From an optimization exercise on the open Yosys and OpenROAD flow, aimed at small area, a short achievable clock period and few clock cycles; shortcuts taken in it are not production practice. The RTL was checked by simulation tests, not by an equivalence proof against the original design. Power and IR drop assume default switching activity.

==> flow/design.v, too long to show whole: its modules and the start of the top module <==
// module Milestone_1: 1008 lines
module Milestone_1 (
	input  logic            Clock,
	input  logic            resetn,
	input  logic            start,
	input  logic   [15:0]   SRAM_read_data,
	output logic   [17:0]   SRAM_address,
	output logic   [15:0]   SRAM_write_data,
	output logic            SRAM_we_n,
	output logic            stop
);
  // ...
==> flow/run.sh <==
#!/bin/bash
# synth_recipe.tcl (not shown) runs the flow's synth.tcl, then flattens the netlist and writes it again
# the make line also repeats each setting of config.mk as NAME=value (left out here)
make -C /OpenROAD-flow-scripts/flow DESIGN_CONFIG=/design/flow/config.mk WORK_HOME=/design/flow/orfs CLKGATE_MAP_FILE= SYNTH_SCRIPT=/design/flow/synth_recipe.tcl finish
==> flow/config.mk <==
export PLATFORM = sky130hd
export DESIGN_NAME = Milestone_1
export DESIGN_NICKNAME = Milestone_1
export VERILOG_FILES = /design/flow/design.v
export SDC_FILE = /design/flow/constraint.sdc
export NUM_CORES = 4
export LEC_CHECK = 0
export ABC_CLOCK_PERIOD_IN_PS = 4500
export CAP_MARGIN = 20
export CORE_MARGIN = 2
export CORE_UTILIZATION = 65
export SETUP_SLACK_MARGIN = 5
export SLEW_MARGIN = 20
==> flow/constraint.sdc <==
create_clock -name core_clock -period 11.0 [get_ports {Clock}]
set_input_delay 2.2000 -clock core_clock [delete_from_list [all_inputs] [get_ports {Clock}]]
set_output_delay 2.2000 -clock core_clock [all_outputs]
set_load 0.01 [all_outputs]
==> reports/metrics.cfg, run 1 <==
[timing]
tns_ns=0
slew_headroom_pct=29.1
period_needed_ns=3.82

[floorplanning]
die_y_um=210
start_util_pct=65.8
taps=539
rows=75
dieArea_sq_mm=0.0441

[cells_and_area]
clkCellAreaFrac_pct=5.37
sh_seq_area_pct=36.2
nClkBuffers=61
largest_cell_class=multi-input gates

[route]
via_count=18500
drt_iter0_drc=1312
met3_length_mm=3.66
dr_wl_met2_mm=30.4
via_per_inst=5.70

[worst_setup_path]
cp-endpoint=SRAM_we_n
r2r-start=c_s1v
cp.arrival_ns=1.62
slowest_stage=clkdlybuf4s50_1
cp.buffers_inverters=1

[power]
pwr-share-clk_pct=46.2
pg_clk_mw=1.63
pwr-share-seq_pct=50.1

[logic_synthesis]
yosys_register_bits=450
synth_top_family_by_area=adder cells
synthXorXnorAreaFrac_pct=3.17
synth_most_common_cell=inv_1
synth_compound_area_share_pct=8.61
yosysTopAreaCell=fa_1

[cts]
cts_num_sinks=450
cts_tree=yes
post_cts_buffers=0

[grt]
grt_pass1_vias=19500
use_met3_pct=4.11
grt_pass1_wl_mm=105

[place]
io_buffers=54

[min_path]
min-delay-start=e_even

[outcome]
status=timing/DRC/antenna clean

Testbench counts, summed over its fixed seeds: cycles 774,744.
==> run 2, diff against run 1 <==
--- a/flow/config.mk
+++ b/flow/config.mk
@@ -8,6 +8,6 @@
 export ABC_CLOCK_PERIOD_IN_PS = 4500
 export CAP_MARGIN = 20
 export CORE_MARGIN = 2
-export CORE_UTILIZATION = 65
+export CORE_UTILIZATION = 40
 export SETUP_SLACK_MARGIN = 5
 export SLEW_MARGIN = 20
==> reports/metrics.cfg, run 2 <==
[cells_and_area]
layout_commonest_cell=inv_1
antenna_cells=0
layout_common_cells=451 x inv_1, 303 x nand2_1, 231 x ha_1, 230 x fa_1, 214 x dfxtp_1
fill_cells=6413
finalNonFillerCells=3601
largest_reg_flops=48
largest_register=uw
fin_nets=3157
area_delta_synth_final_pct=11.4
fin_util_pct=44.9
largestRegisters=uw: 48 flops, vw: 40 flops, yt: 23 flops
drive_above_1_share_pct=6.84

[grt]
antenna_found_initial=1
grt_pass1_wl_mm=107  ; +2.2%
grt_overflow=0
grt_pass1_vias=19100  ; -2.0%
grtUsageTotal_pct=19.4
grt_max_degree=86

[logic_synthesis]
synth_area_per_cell_sq_um=10.5
synth_ff_type=dfxtp_1
syn_nets=3106
yosys_warnings=3
synth_most_common_cell=inv_1
synthCells=2626
synthTopCellsByArea=fa_1 17%, edfxtp_1 16%, dfxtp_1 16%
yosys-top-cells-count=451 x inv_1, 303 x nand2_1, 231 x ha_1
syn_area_sq_mm=0.0276
yosysTopAreaCell=fa_1
ys_seq_area_share_pct=39.6
synthDistinctLibCells=89
yosys.area.top_type_share_pct=16.7
async_flop_share_pct=19.1
synth-edff-count=149
yosys_register_bits=450  ; unchanged

[route]
via_per_inst=5.06  ; -11%
drt_iter0_drc=1121  ; -15%
routed_wl_mm=67.0
drc=0
avgRoutedWirePerCell_um=18.6
dr_wl_met2_mm=31.4  ; +3.2%
wl_met1_mm=30.0
drtAntennaViolNets=0
top_layer=met5
met3_length_mm=3.16  ; -14%
via_count=18200  ; -1.8%
drt_pre_antenna_iters=5

[worst_setup_path]
crit_path_max_fanout=1
critPathMaxStageDelay_ns=0.52
cp.arrival_ns=1.65  ; +0.03 ns
cp.required_ns=8.80
crit_chain=clkdlybuf4s50_1
path_class=reg -> out
cp.buffers_inverters=1  ; unchanged
slowest_stage=dfstp_2
critPathTopFamily=flip-flops
worst_setup_path_start_kind=flop
cp-end-kind=output pin

[timing]
tns_ns=0  ; unchanged
setup_viol=0
fin_ws_ns=7.15
max_freq_mhz=260
period_share_pct=35.0
slew_headroom_pct=28.4  ; -0.70 points
hold_viol=0
worst_pin_slew_ns=1.07
period_needed_ns=3.85  ; +0.0353 ns
slew_violations=0
rsz0062_at_grt=no
timing.clock.skew_ns=0.0640

[cts]
root_buffer=clkbuf_16
insertion_delay_ns=0.62
post_cts_buffers=0  ; unchanged
cts_num_sinks=450  ; unchanged
clock_path_buffers=3
cts_made_buffers=50
cts_tree=yes
h-tree-depth=2
cts_resized=0
hold_buffers=0
clkTransAtPathRegs_ns=0.06

[floorplanning]
core_sq_mm=0.0685
start_util_pct=40.3  ; -25 points
die_width_um=267
ios=55
rows=96  ; +28%
dieArea_sq_mm=0.0711  ; +61%
die_y_um=267  ; +27%

[power]
power_density_mw_per_mm2=118
p_leak_nw=14.0
peakVddDrop_v=0.000103

[run]
drv_cap=0

[place]
globalplace.congestion=0.943
hpwl_mm=52.4
dp_cells=3507
io_buffers=54  ; unchanged
place_ws_ns=7.34

[outcome]
status=timing/DRC/antenna clean

[min_path]
hp-class=reg -> reg

[run 2: cell counts after synthesis]
Identical to the previous run, type by type.
[run 2: logic make-up after synthesis]
logic type	Yosys count	share of synthesized area, %
DFF	450	39.6
adders and majority gates	462	27.2
buffers and inverters	520	7.23
AOI/OAI and AO/OA	373	8.61
and+or+nand+nor	633	10.7
muxes	88	3.46
xor gates and xnor gates	100	3.17
[run 2: through the flow]
| step | power (mW) | cell area, sq um | hold WS (ns) |
|---|---|---|---|
| after floorplan | 1.84 | 27600 | 0.310 |
| after global placement | 1.93 | 29000 | 0.314 |
| after detailed placement | 1.94 | 29000 | 0.313 |
| after CTS | 3.67 | 30700 | 0.327 |
| after global routing | 3.75 | 30700 | 0.333 |
| final | 3.62 | 30700 | 0.327 |
[run 2: final cells by class]
class	instances	area, sq um	area share (%)
multi-input combinational	1656	14700	47.7
sequential	450	10900	35.6
clock buffer	65	1380	4.48
clock inverter	29	318	1.03
tap	882	1100	3.59
timing repair buffer	67	639	2.08
inverter	452	1700	5.52
[run 2: where the power goes]
| part | switching (mW) | internal (mW) | total (mW) |
|---|---|---|---|
| combinational | 0.0620 | 0.0692 | 0.131 |
| sequential | 0.0134 | 1.75 | 1.77 |
| clock | 0.715 | 1.01 | 1.72 |
[run 2: final timing paths]
kind                            slack (ns)        end  cells past startpoint       from
worst max-delay path                  7.15  SRAM_we_n                      1  SRAM_we_n
worst min-delay path                  0.33    e2_negv                      0     e_negv
worst max register to register        7.32         gc                     11      xu[2]
worst min register to register        0.33    e2_negv                      0     e_negv
max in group asynchronous             8.69     kka[2]                      2     resetn
min in group asynchronous             1.37      kk[0]                      1     resetn
[run 2: per-layer routing]
metal,GRT usage [%],up-vias
li1,-,8738
met1,26.2,8897
met2,31.7,453
met3,2.59,127
met4,7.32,2
met5,0,-

==> what the ideal ports hide <==
Ports are ideal in the flow. The routed layouts listed here were re-timed in OpenROAD.
Step 1, drivers: a clkbuf_16 drives Clock and a buf_2 each remaining input, both assumed.
Step 2 also shifts input and output timing later by t, the mid clock arrival at the registers, as if the neighbouring blocks saw the same clock.
Three values: ideal ports, drivers, drivers and shift; two values: the first two.
| run | t, ns | slack for setup (ns) | latest minus earliest clock arrival (ns) | worst register clock-pin slew, ns |
|---|---|---|---|---|
| run 1 | 0.647 | 7.182 / 7.125 / 7.246 | 0.039 / 0.039 | 0.07 / 0.07 |
| run 2 | 0.651 | 7.147 / 7.086 / 7.319 | 0.064 / 0.065 | 0.07 / 0.07 |
After both steps every run listed still meets setup and hold.
